This design comes from an exercise in tuning for small area on the open sky130 flow, not from production work. In this exercise RTL edits were held to simulation tests only and were not proved equivalent to the original.

==> inputs of job 148 <==
==> flow/design.v <==
`timescale 1ns / 1ps
module display_controller(
	input clk,  
	input rst,
	output hSync, vSync,
	output reg bright,
	output reg [9:0] hCount,
	output reg [9:0] vCount
	);
	wire hEnd = (hCount == 10'd799);
	wire vEnd = (vCount == 10'd524);
	always @(posedge clk, posedge rst)
		if (rst) begin
			hCount <= 0;
			vCount <= 0;
		end else begin
			hCount <= hEnd ? 10'd0 : hCount + 10'd1;
			if (hEnd)
				vCount <= vEnd ? 10'd0 : vCount + 10'd1;
		end
	assign hSync = (hCount >= 10'd96);
	assign vSync = (vCount >= 10'd2);
	always @(posedge clk, posedge rst)
		if (rst)
			bright <= 0;
		else
			bright <= (hCount > 10'd143) && (hCount < 10'd784) && (vCount > 10'd34) && (vCount < 10'd516);
endmodule
`timescale 1ns / 1ps
module game_control(
	input clk,
	input en,  
	input bright,
	input rst,
	input up, input left, input right, input down,
	input [9:0] hCount, vCount,
	output reg [11:0] rgb,
	output reg [3:0] lives
	);
	localparam [11:0] BLACK  = 12'b0000_0000_0000;
	localparam [11:0] WHITE  = 12'b1111_1111_1111;
	localparam [11:0] RED    = 12'b1111_0000_0000;
	localparam [11:0] GREEN  = 12'b0000_1111_0000;
	localparam [11:0] GREY   = 12'b0101_0101_0101;
	localparam [11:0] YELLOW = 12'b1111_1111_0000;
	localparam [11:0] CYAN   = 12'b0000_1111_1111;
	localparam [11:0] BLUE   = 12'b0000_0000_1111;
	reg reg_down, move;
	reg [8:0] npx, nbx, nby;
	reg ydir;
	reg [1:0] xdir, xspd;
	reg [9:0] gw, gr, gb;  
	wire [9:0] ew = ~gw, er = ~gr, eb = ~gb;  
	wire [9:0] P = ~{npx, 1'b1};
	wire [9:0] X = ~{nbx, 1'b1};
	wire [9:0] Y = ~{nby, 1'b1};
	wire any_brick = ~&{gw, gr, gb};
	wire live = |lives;
	wire scr = (hCount >= 10'd148) && (hCount <= 10'd776) && (vCount >= 10'd40);
	wire [9:0] dpx;  
	rca #(9) a_dpx(.a(hCount[9:1]), .b(npx), .ci(1'b1), .s(dpx[9:1]), .co());
	assign dpx[0] = hCount[0];
	wire paddle = (vCount >= 10'd465) && (vCount <= 10'd475) && ((dpx <= 10'd50) || (dpx >= 10'd974));
	wire [10:0] dx, dy;  
	rca #(9) a_dx(.a(hCount[9:1]), .b(nbx), .ci(1'b1), .s(dx[9:1]), .co(dx[10]));
	rca #(9) a_dy(.a(vCount[9:1]), .b(nby), .ci(1'b1), .s(dy[9:1]), .co(dy[10]));
	assign dx[0] = hCount[0];
	assign dy[0] = vCount[0];
	wire xs = (dx[10:4] == 7'b1000000) || (dx[10:4] == 7'b0111111);
	wire ys = (dy[10:4] == 7'b1000000) || (dy[10:4] == 7'b0111111);
	reg shape;
	integer ix, iy;
	always @(*) begin
		ix = dx[4] ? {27'h7ffffff, dx[4:0]} : {27'd0, dx[4:0]};
		iy = dy[4] ? {27'h7ffffff, dy[4:0]} : {27'd0, dy[4:0]};
		if (ix < 0) ix = -ix;
		if (iy < 0) iy = -iy;
		shape = (iy <= 2 && ix <= 10) || (iy <= 4 && ix <= 8) || (iy <= 6 && ix <= 6) || (iy <= 7 && ix <= 4) || (iy <= 8 && ix <= 2) || (iy <= 9 && ix <= 1);
	end
	wire ball = xs && ys && shape && (!dy[10] || (Y >= 10'd10) || (dy[3:0] <= Y[3:0]));
	reg [9:0] hcol;
	integer i;
	always @(*)
		for (i = 0; i < 10; i = i + 1)
			hcol[i] = (hCount >= 148 + 63*i) && (hCount <= 209 + 63*i);
	wire row_w = (vCount >= 10'd40) && (vCount <= 10'd90);
	wire row_r = (vCount >= 10'd91) && (vCount <= 10'd141);
	wire row_b = (vCount >= 10'd142) && (vCount <= 10'd192);
	wire pix_w = row_w && |(hcol & ew);
	wire pix_r = row_r && |(hcol & er);
	wire pix_b = row_b && |(hcol & eb);
	always @(*) begin
		if (~bright)
			rgb = BLACK;
		else if (~reg_down)
			rgb = scr ? YELLOW : BLACK;
		else if (~live)
			rgb = (scr && any_brick) ? RED : BLACK;
		else if (paddle && any_brick)
			rgb = GREY;
		else if (pix_w)
			rgb = WHITE;
		else if (pix_r)
			rgb = RED;
		else if (pix_b)
			rgb = BLUE;
		else if (ball && any_brick)
			rgb = CYAN;
		else if (~any_brick && scr)
			rgb = GREEN;
		else
			rgb = BLACK;
	end
	function in_rng(input [9:0] v, input integer lo, input integer hi);
		in_rng = (v >= lo) && (v <= hi);
	endfunction
	reg [9:0] xb_b, xt_b, xb_r, xs_r, xs_l;
	always @(*)
		for (i = 0; i < 10; i = i + 1) begin
			xb_b[i] = in_rng(X, 158 + 63*i + (i == 5 ? -2 : 0), 200 + 63*i + (i == 9 ? 1 : 0));
			xt_b[i] = in_rng(X, 158 + 63*i, 200 + 63*i + (i == 9 ? -1 : 0));
			xb_r[i] = in_rng(X, 158 + 63*i, 200 + 63*i + (i == 9 ? 1 : 0));  
			xs_r[i] = in_rng(X, 215 + 63*i, 219 + 63*i);  
			xs_l[i] = in_rng(X, 138 + 63*i, 142 + 63*i);  
		end
	wire y_bb = in_rng(Y, 4, 196);    
	wire y_bt = in_rng(Y, 138, 142);  
	wire y_bs = in_rng(Y, 146, 196);  
	wire y_rb = in_rng(Y, 4, 145);    
	wire y_rt = (Y <= 10'd88);        
	wire y_rs = in_rng(Y, 95, 145);   
	wire y_wb = in_rng(Y, 4, 94);     
	wire y_ws = in_rng(Y, 44, 94);    
	wire y_top = in_rng(Y, 4, 45);    
	wire hb_b = y_bb && |(xb_b & eb);
	wire b1 = ydir && !hb_b;
	wire tb_on = y_bt && !b1;
	wire ht_b = tb_on && |(xt_b & eb);
	wire b2 = b1 || ht_b;
	wire hb_r = y_rb && |(xb_r & er);
	wire b3 = b2 && !hb_r;
	wire tr_on = y_rt && !b3;
	wire ht_r = tr_on && |(xb_r & er);
	wire b4 = b3 || ht_r;
	wire hb_w = y_wb && |(xb_r & ew);
	wire b5 = b4 && !hb_w;
	wire [9:0] srow = y_bs ? eb : y_rs ? er : y_ws ? ew : 10'd0;
	wire sr = |(xs_r & srow);
	wire sl = |(xs_l & srow);
	wire [9:0] gw_n = gw | (y_wb ? xb_r : 10'd0) | (y_ws ? (xs_r | xs_l) : 10'd0);
	wire [9:0] gr_n = gr | (y_rb ? xb_r : 10'd0) | (tr_on ? xb_r : 10'd0) | (y_rs ? (xs_r | xs_l) : 10'd0);
	wire [9:0] gb_n = gb | (y_bb ? xb_b : 10'd0) | (tb_on ? xt_b : 10'd0) | (y_bs ? (xs_r | xs_l) : 10'd0);
	wire [9:0] tp;
	rca #(9) a_tp(.a(~nbx), .b(npx), .ci(1'b1), .s(tp[9:1]), .co());
	assign tp[0] = 1'b0;
	wire bar = (Y == 10'd462) && !ydir;
	wire tp_neg = (tp >= 10'd974);    
	wire tp_pos = (tp >= 10'd2) && (tp <= 10'd50);
	wire tp_zero = (tp == 10'd0);
	wire tp_fast = (tp >= 10'd974 && tp <= 10'd997) || (tp >= 10'd27 && tp <= 10'd50);
	wire bar_hit = bar && (tp_neg || tp_pos || tp_zero);
	wire moving = move && (Y <= 10'd475);
	wire lost = !moving && (Y >= 10'd471);
	wire restart = !moving && (Y >= 10'd472);
	wire step = en && reg_down;
	wire bx_dec = step && moving && (xdir == 2'd0) && ((xspd == 2'd2 && X >= 10'd152) || (xspd == 2'd1 && X >= 10'd150));
	wire bx_inc = step && moving && (xdir == 2'd1) && ((xspd == 2'd2 && X <= 10'd772) || (xspd == 2'd1 && X <= 10'd774));
	wire bx_two = (xspd == 2'd2);
	wire [8:0] nbx_sum;
	rca #(9) a_bx(.a(nbx), .b({{7{bx_inc}}, (bx_inc || bx_dec) && (bx_two || bx_inc), (bx_inc || bx_dec) && !bx_two}),
		.ci(1'b0), .s(nbx_sum), .co());
	wire by_mv = step && moving;
	wire [8:0] nby_sum;
	rca #(9) a_by(.a(nby), .b({{8{by_mv && !b5}}, by_mv}), .ci(1'b0), .s(nby_sum), .co());
	wire px_r = step && right;
	wire px_l = step && !right && left;
	wire px_dn = (px_r && P <= 10'd728) || (px_l && P == 10'd198);  
	wire px_up = (px_r && P == 10'd732) || (px_l && P >= 10'd202);  
	wire px_two = (px_r && P <= 10'd728) || (px_l && P >= 10'd202);
	wire [8:0] npx_sum;
	rca #(9) a_px(.a(npx), .b({{7{px_dn}}, (px_dn || px_up) && (px_two || px_dn), (px_dn || px_up) && !px_two}),
		.ci(1'b0), .s(npx_sum), .co());
	always @(posedge clk, posedge rst)
		if (rst) begin
			reg_down <= 0;
			move <= 0;
		end else if (en && down)
			reg_down <= 1;
		else if (en && up && reg_down)
			move <= 1;
	always @(posedge clk, posedge rst)
		if (rst) begin
			npx <= ~9'd225;
			nbx <= ~9'd225;
			nby <= ~9'd228;
			lives <= 4'd3;
		end else begin
			nbx <= (step && restart) ? ~9'd225 : nbx_sum;
			nby <= (step && restart) ? ~9'd228 : nby_sum;
			npx <= (step && restart && !right && !left) ? ~9'd225 : npx_sum;
			lives <= lives + {4{step && lost}};
		end
	always @(posedge clk, posedge rst)
		if (rst) begin
			gw <= 10'h000;
			gr <= 10'h000;
			gb <= 10'h000;
			ydir <= 1;
			xdir <= 2;
			xspd <= 0;
		end else if (en && reg_down) begin
			gw <= gw_n;
			gr <= gr_n;
			gb <= gb_n;
			if (bar) begin
				if (tp_zero)
					xspd <= 0;
				else if (tp_fast)
					xspd <= 2;
				else if (tp_neg || tp_pos)
					xspd <= 1;
			end
			if (restart)
				xdir <= 2;
			else if (X <= 10'd152 && xdir == 0)
				xdir <= 1;
			else if (X >= 10'd772 && xdir == 1)
				xdir <= 0;
			else if (sl)
				xdir <= 0;
			else if (sr)
				xdir <= 1;
			else if (bar) begin
				if (tp_zero)
					xdir <= 2;
				else if (tp_neg)
					xdir <= 0;
				else if (tp_pos)
					xdir <= 1;
			end
			if (bar_hit)
				ydir <= 1;
			else if (y_top && b5)
				ydir <= 0;
			else if (restart)
				ydir <= 1;
			else
				ydir <= b5;
		end
endmodule
module rca #(parameter W = 9) (
	input [W-1:0] a, b,
	input ci,
	output [W-1:0] s,
	output co
	);
	wire [W:0] c;
	assign c[0] = ci;
	genvar k;
	generate for (k = 0; k < W; k = k + 1) begin : bit_
		assign s[k] = a[k] ^ b[k] ^ c[k];
		assign c[k+1] = (a[k] & b[k]) | (a[k] & c[k]) | (b[k] & c[k]);
	end endgenerate
	assign co = c[W];
endmodule
module display_lives(
	input [3:0] displayNumber,
	output [3:0] anode,
	output reg [6:0] ssdOut
	);
	assign anode = 4'b1110;
	always @(*)
		case (displayNumber)
		4'd0: ssdOut = 7'b0000001;
		4'd1: ssdOut = 7'b1001111;
		4'd2: ssdOut = 7'b0010010;
		default: ssdOut = 7'b0000110;
		endcase
endmodule
`timescale 1ns / 1ps
module vga_top(
	input ClkPort,
	input BtnC,
	input BtnU,
	input BtnD,
	input BtnR,
	input BtnL,
	input MoveTick,  
	output hSync, vSync,
	output [3:0] vgaR, vgaG, vgaB,
	output An0, An1, An2, An3, An4, An5, An6, An7,
	output Ca, Cb, Cc, Cd, Ce, Cf, Cg, Dp,
	output MemOE, MemWR, RamCS, QuadSpiFlashCS
	);
	wire bright;
	wire [9:0] hc, vc;
	wire [3:0] lives;
	wire [6:0] ssdOut;
	wire [3:0] anode;
	wire [11:0] rgb;
	display_controller dc(.clk(ClkPort), .rst(BtnC), .hSync(hSync), .vSync(vSync), .bright(bright), .hCount(hc), .vCount(vc));
	game_control sc(.clk(ClkPort), .en(MoveTick), .bright(bright), .rst(BtnC), .up(BtnU), .down(BtnD), .left(BtnL), .right(BtnR), .hCount(hc), .vCount(vc), .rgb(rgb), .lives(lives));
	display_lives cnt(.displayNumber(lives), .anode(anode), .ssdOut(ssdOut));
	assign vgaR = rgb[11 : 8];
	assign vgaG = rgb[7  : 4];
	assign vgaB = rgb[3  : 0];
	assign {MemOE, MemWR, RamCS, QuadSpiFlashCS} = 4'b1111;
	assign {An7, An6, An5, An4, An3, An2, An1, An0} = {4'b1111, anode};
	assign {Ca, Cb, Cc, Cd, Ce, Cf, Cg} = ssdOut[6 : 0];
	assign Dp = 1'b1;  
endmodule
==> flow/flow/run.sh <==
#!/bin/bash
set -euo pipefail
export BUFFER_PORTS_ARGS="-buffer_cell sky130_fd_sc_hd__buf_1"
export CTS_ARGS="-sink_clustering_enable -repair_clock_nets -buf_list sky130_fd_sc_hd__clkbuf_8 -dont_use_dummy_load -sink_clustering_size 24 -sink_clustering_max_diameter 250"
bash standard.sh > flow_make.log 2>&1
==> flow/standard.sh <==
#!/bin/bash
# synth_recipe.tcl (not shown) runs the flow's synth.tcl, then flattens the netlist and writes it again
# the make line also repeats each setting of config.mk as NAME=value (left out here)
make -C /OpenROAD-flow-scripts/flow DESIGN_CONFIG=/design/flow/config.mk WORK_HOME=/design/flow/orfs CLKGATE_MAP_FILE= SYNTH_SCRIPT=/design/flow/synth_recipe.tcl "${@:-finish}"
==> flow/config.mk <==
export PLATFORM = sky130hd
export DESIGN_NAME = vga_top
export DESIGN_NICKNAME = vga_top
export VERILOG_FILES = /design/flow/design.v
export SDC_FILE = /design/flow/constraint.sdc
export NUM_CORES = 4
export LEC_CHECK = 0
export CAP_MARGIN = 20
export CORE_MARGIN = 2
export CORE_UTILIZATION = 40
export CTS_BUF_LIST = sky130_fd_sc_hd__clkbuf_8
export PLACE_DENSITY = 0.6
export SLEW_MARGIN = 20
==> flow/constraint.sdc <==
create_clock -name core_clock -period 12.0 [get_ports {ClkPort}]
set_input_delay 2.4000 -clock core_clock [delete_from_list [all_inputs] [get_ports {ClkPort}]]
set_output_delay 2.4000 -clock core_clock [all_outputs]
set_load 0.01 [all_outputs]
==> job 3001: changes against job 148 <==
==> flow/design.v, changed modules only <==
module game_control(
	input clk,
	input en,  
	input bright,
	input rst,
	input up, input left, input right, input down,
	input [9:0] hCount, vCount,
	output reg [11:0] rgb,
	output reg [3:0] lives
	);
	localparam [11:0] BLACK  = 12'b0000_0000_0000;
	localparam [11:0] WHITE  = 12'b1111_1111_1111;
	localparam [11:0] RED    = 12'b1111_0000_0000;
	localparam [11:0] GREEN  = 12'b0000_1111_0000;
	localparam [11:0] GREY   = 12'b0101_0101_0101;
	localparam [11:0] YELLOW = 12'b1111_1111_0000;
	localparam [11:0] CYAN   = 12'b0000_1111_1111;
	localparam [11:0] BLUE   = 12'b0000_0000_1111;
	reg reg_down, move;
	reg [8:0] npx, nbx, nby;
	reg ydir;
	reg [1:0] xdir, xspd;
	reg [9:0] ew, er, eb;  
	wire [9:0] P = ~{npx, 1'b1};
	wire [9:0] X = ~{nbx, 1'b1};
	wire [9:0] Y = ~{nby, 1'b1};
	wire any_brick = |{ew, er, eb};
	wire live = |lives;
	wire scr = (hCount >= 10'd148) && (hCount <= 10'd776) && (vCount >= 10'd40);
	wire [9:0] dpx;  
	rca #(9) a_dpx(.a(hCount[9:1]), .b(npx), .ci(1'b1), .s(dpx[9:1]), .co());
	assign dpx[0] = hCount[0];
	wire paddle = (vCount >= 10'd465) && (vCount <= 10'd475) && ((dpx <= 10'd50) || (dpx >= 10'd974));
	wire [10:0] dx, dy;  
	rca #(9) a_dx(.a(hCount[9:1]), .b(nbx), .ci(1'b1), .s(dx[9:1]), .co(dx[10]));
	rca #(9) a_dy(.a(vCount[9:1]), .b(nby), .ci(1'b1), .s(dy[9:1]), .co(dy[10]));
	assign dx[0] = hCount[0];
	assign dy[0] = vCount[0];
	wire xs = (dx[10:4] == 7'b1000000) || (dx[10:4] == 7'b0111111);
	wire ys = (dy[10:4] == 7'b1000000) || (dy[10:4] == 7'b0111111);
	reg shape;
	integer ix, iy;
	always @(*) begin
		ix = dx[4] ? {27'h7ffffff, dx[4:0]} : {27'd0, dx[4:0]};
		iy = dy[4] ? {27'h7ffffff, dy[4:0]} : {27'd0, dy[4:0]};
		if (ix < 0) ix = -ix;
		if (iy < 0) iy = -iy;
		shape = (iy <= 2 && ix <= 10) || (iy <= 4 && ix <= 8) || (iy <= 6 && ix <= 6) || (iy <= 7 && ix <= 4) || (iy <= 8 && ix <= 2) || (iy <= 9 && ix <= 1);
	end
	wire ball = xs && ys && shape && (!dy[10] || (Y >= 10'd10) || (dy[3:0] <= Y[3:0]));
	reg [9:0] hcol;
	integer i;
	always @(*)
		for (i = 0; i < 10; i = i + 1)
			hcol[i] = (hCount >= 148 + 63*i) && (hCount <= 209 + 63*i);
	wire row_w = (vCount >= 10'd40) && (vCount <= 10'd90);
	wire row_r = (vCount >= 10'd91) && (vCount <= 10'd141);
	wire row_b = (vCount >= 10'd142) && (vCount <= 10'd192);
	wire pix_w = row_w && |(hcol & ew);
	wire pix_r = row_r && |(hcol & er);
	wire pix_b = row_b && |(hcol & eb);
	always @(*) begin
		if (~bright)
			rgb = BLACK;
		else if (~reg_down)
			rgb = scr ? YELLOW : BLACK;
		else if (~live)
			rgb = (scr && any_brick) ? RED : BLACK;
		else if (paddle && any_brick)
			rgb = GREY;
		else if (pix_w)
			rgb = WHITE;
		else if (pix_r)
			rgb = RED;
		else if (pix_b)
			rgb = BLUE;
		else if (ball && any_brick)
			rgb = CYAN;
		else if (~any_brick && scr)
			rgb = GREEN;
		else
			rgb = BLACK;
	end
	function in_rng(input [9:0] v, input integer lo, input integer hi);
		in_rng = (v >= lo) && (v <= hi);
	endfunction
	reg [9:0] xb_b, xt_b, xb_r, xs_r, xs_l;
	always @(*)
		for (i = 0; i < 10; i = i + 1) begin
			xb_b[i] = in_rng(X, 158 + 63*i + (i == 5 ? -2 : 0), 200 + 63*i + (i == 9 ? 1 : 0));
			xt_b[i] = in_rng(X, 158 + 63*i, 200 + 63*i + (i == 9 ? -1 : 0));
			xb_r[i] = in_rng(X, 158 + 63*i, 200 + 63*i + (i == 9 ? 1 : 0));  
			xs_r[i] = in_rng(X, 215 + 63*i, 219 + 63*i);  
			xs_l[i] = in_rng(X, 138 + 63*i, 142 + 63*i);  
		end
	wire y_bb = in_rng(Y, 4, 196);    
	wire y_bt = in_rng(Y, 138, 142);  
	wire y_bs = in_rng(Y, 146, 196);  
	wire y_rb = in_rng(Y, 4, 145);    
	wire y_rt = (Y <= 10'd88);        
	wire y_rs = in_rng(Y, 95, 145);   
	wire y_wb = in_rng(Y, 4, 94);     
	wire y_ws = in_rng(Y, 44, 94);    
	wire y_top = in_rng(Y, 4, 45);    
	wire hb_b = y_bb && |(xb_b & eb);
	wire b1 = ydir && !hb_b;
	wire tb_on = y_bt && !b1;
	wire ht_b = tb_on && |(xt_b & eb);
	wire b2 = b1 || ht_b;
	wire hb_r = y_rb && |(xb_r & er);
	wire b3 = b2 && !hb_r;
	wire tr_on = y_rt && !b3;
	wire ht_r = tr_on && |(xb_r & er);
	wire b4 = b3 || ht_r;
	wire hb_w = y_wb && |(xb_r & ew);
	wire b5 = b4 && !hb_w;
	wire [9:0] srow = y_bs ? eb : y_rs ? er : y_ws ? ew : 10'd0;
	wire sr = |(xs_r & srow);
	wire sl = |(xs_l & srow);
	wire [9:0] ew_n = ew & ~((y_wb ? xb_r : 10'd0) | (y_ws ? (xs_r | xs_l) : 10'd0));
	wire [9:0] er_n = er & ~((y_rb ? xb_r : 10'd0) | (tr_on ? xb_r : 10'd0) | (y_rs ? (xs_r | xs_l) : 10'd0));
	wire [9:0] eb_n = eb & ~((y_bb ? xb_b : 10'd0) | (tb_on ? xt_b : 10'd0) | (y_bs ? (xs_r | xs_l) : 10'd0));
	wire [9:0] tp;
	rca #(9) a_tp(.a(~nbx), .b(npx), .ci(1'b1), .s(tp[9:1]), .co());
	assign tp[0] = 1'b0;
	wire bar = (Y == 10'd462) && !ydir;
	wire tp_neg = (tp >= 10'd974);    
	wire tp_pos = (tp >= 10'd2) && (tp <= 10'd50);
	wire tp_zero = (tp == 10'd0);
	wire tp_fast = (tp >= 10'd974 && tp <= 10'd997) || (tp >= 10'd27 && tp <= 10'd50);
	wire bar_hit = bar && (tp_neg || tp_pos || tp_zero);
	wire moving = move && (Y <= 10'd475);
	wire lost = !moving && (Y >= 10'd471);
	wire restart = !moving && (Y >= 10'd472);
	wire bx_dec = (xdir == 2'd0) && ((xspd == 2'd2 && X >= 10'd152) || (xspd == 2'd1 && X >= 10'd150));
	wire bx_inc = (xdir == 2'd1) && ((xspd == 2'd2 && X <= 10'd772) || (xspd == 2'd1 && X <= 10'd774));
	wire bx_two = (xspd == 2'd2);
	wire [8:0] nbx_mv;
	rca #(9) a_bx(.a(nbx), .b({{7{bx_inc}}, bx_two ? 2'b10 : {bx_inc, 1'b1}}), .ci(1'b0), .s(nbx_mv), .co());
	wire [8:0] nby_mv;
	rca #(9) a_by(.a(nby), .b({{8{!b5}}, 1'b1}), .ci(1'b0), .s(nby_mv), .co());
	wire [8:0] npx_mv;
	rca #(9) a_px(.a(npx), .b({{7{right}}, 2'b10}), .ci(1'b0), .s(npx_mv), .co());
	always @(posedge clk, posedge rst)
		if (rst) begin
			reg_down <= 0;
			move <= 0;
		end else if (en && down)
			reg_down <= 1;
		else if (en && up && reg_down)
			move <= 1;
	always @(posedge clk, posedge rst)
		if (rst) begin
			lives <= 4'd3;
			ew <= 10'h3ff;
			er <= 10'h3ff;
			eb <= 10'h3ff;
			npx <= ~9'd225;
			nbx <= ~9'd225;
			nby <= ~9'd228;
			ydir <= 1;
			xdir <= 2;
			xspd <= 0;
		end else if (en && reg_down) begin
			ew <= ew_n;
			er <= er_n;
			eb <= eb_n;
			if (bar) begin
				if (tp_zero)
					xspd <= 0;
				else if (tp_fast)
					xspd <= 2;
				else if (tp_neg || tp_pos)
					xspd <= 1;
			end
			if (restart)
				xdir <= 2;
			else if (X <= 10'd152 && xdir == 0)
				xdir <= 1;
			else if (X >= 10'd772 && xdir == 1)
				xdir <= 0;
			else if (sl)
				xdir <= 0;
			else if (sr)
				xdir <= 1;
			else if (bar) begin
				if (tp_zero)
					xdir <= 2;
				else if (tp_neg)
					xdir <= 0;
				else if (tp_pos)
					xdir <= 1;
			end
			if (bar_hit)
				ydir <= 1;
			else if (y_top && b5)
				ydir <= 0;
			else if (restart)
				ydir <= 1;
			else
				ydir <= b5;
			if (moving) begin
				nby <= nby_mv;
				if (bx_dec || bx_inc)
					nbx <= nbx_mv;
			end else if (lost) begin
				lives <= lives - 4'd1;
				if (restart) begin
					nbx <= ~9'd225;
					nby <= ~9'd228;
				end
			end
			if (right)
				npx <= (P >= 10'd730) ? ~9'd365 : npx_mv;
			else if (left)
				npx <= (P <= 10'd200) ? ~9'd100 : npx_mv;
			else if (restart)
				npx <= ~9'd225;
		end
endmodule
==> flow/run.sh (new file) <==
#!/bin/bash
# synth_recipe.tcl (not shown) runs the flow's synth.tcl, then flattens the netlist and writes it again
# the make line also repeats each setting of config.mk as NAME=value (left out here)
make -C /OpenROAD-flow-scripts/flow DESIGN_CONFIG=/design/flow/config.mk WORK_HOME=/design/flow/orfs CLKGATE_MAP_FILE= SYNTH_SCRIPT=/design/flow/synth_recipe.tcl finish
--- a/flow/config.mk
+++ b/flow/config.mk
@@ -10,3 +10,2 @@
 export CORE_UTILIZATION = 40
-export CTS_BUF_LIST = sky130_fd_sc_hd__clkbuf_8
 export PLACE_DENSITY = 0.6
removed: flow/flow/run.sh
removed: flow/standard.sh
==> summary.txt <==
Against job 148, the synthesized area of job 3001 is higher by about 3.3%.
Against job 148, the die area of job 3001 is larger by 3.2%.
Setup slack: job 3001 is worse than job 148 (1.1 ns).
Of job 3001 and job 148, job 3001 has the higher non-clock buffer count (gap 3).
Against job 3001, the clock skew of job 148 is higher by 0.012 ns.

what the ideal ports hide:
No port has a modelled driver above. Below, the same layouts with a new extraction and two added sets of constraints. Step 1 assumes that a clkbuf_16 drives the clock port and a buf_2 every other input. Step 2, shift: input delay + t, output delay - t, t = (earliest + latest rising clock arrival at the registers) / 2. This alone moves slack from input paths to output paths. Three values: no drivers, after step 1, after step 2; two values: the first two.
| run | t (ns) | setup WS [ns] | clock arrival spread, ns | worst slew at a driven data input, ns |
|---|---|---|---|---|
| job 148 | 0.422 | 2.855 / 2.812 / 3.234 | 0.021 / 0.022 | 0.04 |
| job 3001 | 0.401 | 1.758 / 1.712 / 2.114 | 0.012 / 0.013 | 0.03 |
After both steps every run listed still meets setup and hold.
